Background: an optimization exercise with open tools, aiming at small area. Do not read the settings as production practice. Function was checked by simulation only, so behaviour that the tests miss may differ from the original. Power figures rest on the tool's default switching activity, not on a simulated workload.

// proc
module proc(clk, rst, imem_addr, imem_rdata, addr, data_out, dmem_be, dmem_we, dmem_rdata, io_en);
Size: about 2,600 cells after synthesis, about 170 I/O pins.
Settings: LEC_CHECK=0, CAP_MARGIN=10, CORE_MARGIN=2, CORE_UTILIZATION=45, CTS_BUF_LIST=sky130_fd_sc_hd__clkbuf_16, CTS_CLUSTER_DIAMETER=60, CTS_CLUSTER_SIZE=24, SLEW_MARGIN=10, SYNTH_HIERARCHICAL=1; clock period 22.0 ns.
standard.sh (not shown) runs the stock make flow with config.mk's settings and CLKGATE_MAP_FILE= SYNTH_SCRIPT=/design/flow/synth_recipe.tcl, a recipe that flattens the netlist after the stock synthesis.
==> flow/flow/run.sh <==
#!/bin/bash
# The standard ORFS layout with two changes: the port buffers use a small buffer cell
# (sky130_fd_sc_hd__buf_1) instead of the default delay-buffer choice, and clock tree synthesis
# runs without dummy loads (same clock buffer list and clustering as config.mk).
set -euo pipefail
CTS="-sink_clustering_enable -repair_clock_nets -dont_use_dummy_load"
CTS="$CTS -buf_list sky130_fd_sc_hd__clkbuf_16 -sink_clustering_size 24 -sink_clustering_max_diameter 60"
bash standard.sh BUFFER_PORTS_ARGS="-buffer_cell sky130_fd_sc_hd__buf_1" CTS_ARGS="$CTS" finish > standard_flow.log 2>&1
==> next run, changes <==
==> flow/flow/run.sh (replaced) <==
#!/bin/bash
# The standard ORFS layout with two changes: the port buffers use a small buffer cell
# (sky130_fd_sc_hd__buf_2) instead of the default delay-buffer choice, and clock tree synthesis
# runs without dummy loads (same clock buffer list and clustering as config.mk).
set -euo pipefail
CTS="-sink_clustering_enable -repair_clock_nets -dont_use_dummy_load"
CTS="$CTS -buf_list sky130_fd_sc_hd__clkbuf_16 -sink_clustering_size 24 -sink_clustering_max_diameter 60"
bash standard.sh BUFFER_PORTS_ARGS="-buffer_cell sky130_fd_sc_hd__buf_2" CTS_ARGS="$CTS" finish > standard_flow.log 2>&1
- CAP_MARGIN: 10 -> 20
- SLEW_MARGIN: 10 -> 20
After rerunning:
- routed wire length hardly moves
- hold slack stays flat
- maximum frequency increases by about 3%
- core utilization came out higher by 0.17 points
- first-iteration DRC count went up by about 12%
- setup slack gains 0.50 ns
- via count fell by about 0.65%
- final area goes up by about 0.34%
- sequential power is about the same
- clock-buffer cell count does not change


proc, a different RTL version from the one above (not shown whole).
For scale: roughly 2700 cells after synthesis, about 570 flip-flops, roughly 32000 um^2 of cells after synthesis.
Settings: LEC_CHECK=0, CAP_MARGIN=20, CORE_MARGIN=2, CORE_UTILIZATION=50, SLEW_MARGIN=20, SYNTH_HIERARCHICAL=1; clock period 22.0 ns.
==> flow/flow/run.sh <==
#!/bin/bash
# The standard ORFS layout, with the port buffers made from a small buffer cell
# instead of the default delay-buffer choice. Everything else is the standard flow.
set -euo pipefail
bash standard.sh BUFFER_PORTS_ARGS="-buffer_cell sky130_fd_sc_hd__buf_1" finish > standard_flow.log 2>&1
Rerun with:
--- a/flow/flow/run.sh
+++ b/flow/flow/run.sh
@@ -5 +5 @@
-bash standard.sh BUFFER_PORTS_ARGS="-buffer_cell sky130_fd_sc_hd__buf_1" finish > standard_flow.log 2>&1
+bash standard.sh BUFFER_PORTS_ARGS="-buffer_cell sky130_fd_sc_hd__buf_2" finish > standard_flow.log 2>&1
--- a/flow/config.mk
+++ b/flow/config.mk
@@ -10,0 +11,3 @@
+export CTS_BUF_LIST = sky130_fd_sc_hd__clkbuf_16
+export CTS_CLUSTER_DIAMETER = 60
+export CTS_CLUSTER_SIZE = 24
What happened:
- via count is about the same
- final cell count shrinks by 1.1%
- final area shrinks by 0.88%
- area after synthesis is unchanged
- critical path depth shrinks by 5
- worst setup slack gets worse by 0.076 ns
- clock-buffer cell count shrinks by 31
- first-iteration DRC count shrinks by 0.32%


proc, a different RTL version from the one above (not shown whole).
Size: roughly 170 I/O pins, about 31000 um2 of cells after synthesis.
Settings: LEC_CHECK=0, CAP_MARGIN=10, CORE_MARGIN=2, CORE_UTILIZATION=45, CTS_BUF_LIST=sky130_fd_sc_hd__clkbuf_16, CTS_CLUSTER_DIAMETER=100, CTS_CLUSTER_SIZE=28, SLEW_MARGIN=10, SYNTH_HIERARCHICAL=1; clock period 22.0 ns.
==> flow/flow/run.sh <==
#!/bin/bash
# The standard ORFS layout with two changes: the port buffers use a small buffer cell
# (sky130_fd_sc_hd__buf_1) instead of the default delay-buffer choice, and clock tree synthesis
# runs without dummy loads (same clock buffer list and clustering as config.mk).
set -euo pipefail
CTS="-sink_clustering_enable -repair_clock_nets -dont_use_dummy_load"
CTS="$CTS -buf_list sky130_fd_sc_hd__clkbuf_16 -sink_clustering_size 28 -sink_clustering_max_diameter 100"
bash standard.sh BUFFER_PORTS_ARGS="-buffer_cell sky130_fd_sc_hd__buf_1" CTS_ARGS="$CTS" finish > standard_flow.log 2>&1
The starting point completed with no timing, DRC or antenna violations.
Change:
Settings changed: CORE_UTILIZATION 45 to 52.
After rerunning: Core utilization came out higher by 7.8 points; total power went up by 0.82%; hold slack loses 5.1 ps; critical path depth is higher by 3; setup slack is better by 43 ps; via count stays flat.
Change:
--- a/flow/flow/run.sh
+++ b/flow/flow/run.sh
@@ -7 +7 @@
-CTS="$CTS -buf_list sky130_fd_sc_hd__clkbuf_16 -sink_clustering_size 28 -sink_clustering_max_diameter 100"
+CTS="$CTS -buf_list sky130_fd_sc_hd__clkbuf_16 -sink_clustering_size 24 -sink_clustering_max_diameter 80"
Settings changed: CORE_UTILIZATION 52 to 45, CTS_CLUSTER_DIAMETER 100 to 80, CTS_CLUSTER_SIZE 28 to 24.
Effect: Power goes up slightly; wire length increases by a few percent; core utilization falls by 7.4 points; die area went up by about a fifth.

re-timing with driven ports:
The results above use ideal ports. As a check the final layouts listed here were re-extracted and re-timed, cells and wires unchanged.
Step 1 sets driving cells, clkbuf_16 on the clock port and buf_2 on the other inputs (assumed; they add their load-dependent delay and slew).
Step 2 moves the port delays by t, midway between the first and last clock arrival at a register: inputs arrive t later, outputs are due t later. That takes back most of the time a late clock gives input paths.
Slacks: no drivers / after step 1 / after step 2; pairs: no drivers / after step 1.
run	t, ns	slack for setup (ns)	hold WS [ns]
the first run of note 1	0.664	4.662 / 4.640 / 4.640	0.512 / 0.512 / 0.512
the second run of note 1	0.666	5.160 / 5.131 / 5.131	0.514 / 0.514 / 0.514
the first run of note 2	0.721	4.399 / 4.372 / 4.372	0.506 / 0.506 / 0.506
the second run of note 2	0.692	4.323 / 4.301 / 4.301	0.508 / 0.508 / 0.508
the first run of note 3	0.665	3.735 / 3.707 / 3.707	0.555 / 0.555 / 0.555
the second run of note 3	0.679	3.778 / 3.745 / 3.745	0.550 / 0.550 / 0.550
the third run of note 3	0.619	3.615 / 3.586 / 3.586	0.547 / 0.547 / 0.547
After both steps every run listed still meets setup and hold. For the second run of note 3, which loses most, drivers alone change the setup slack by -0.033 ns; drivers and shift together by -0.033 ns.
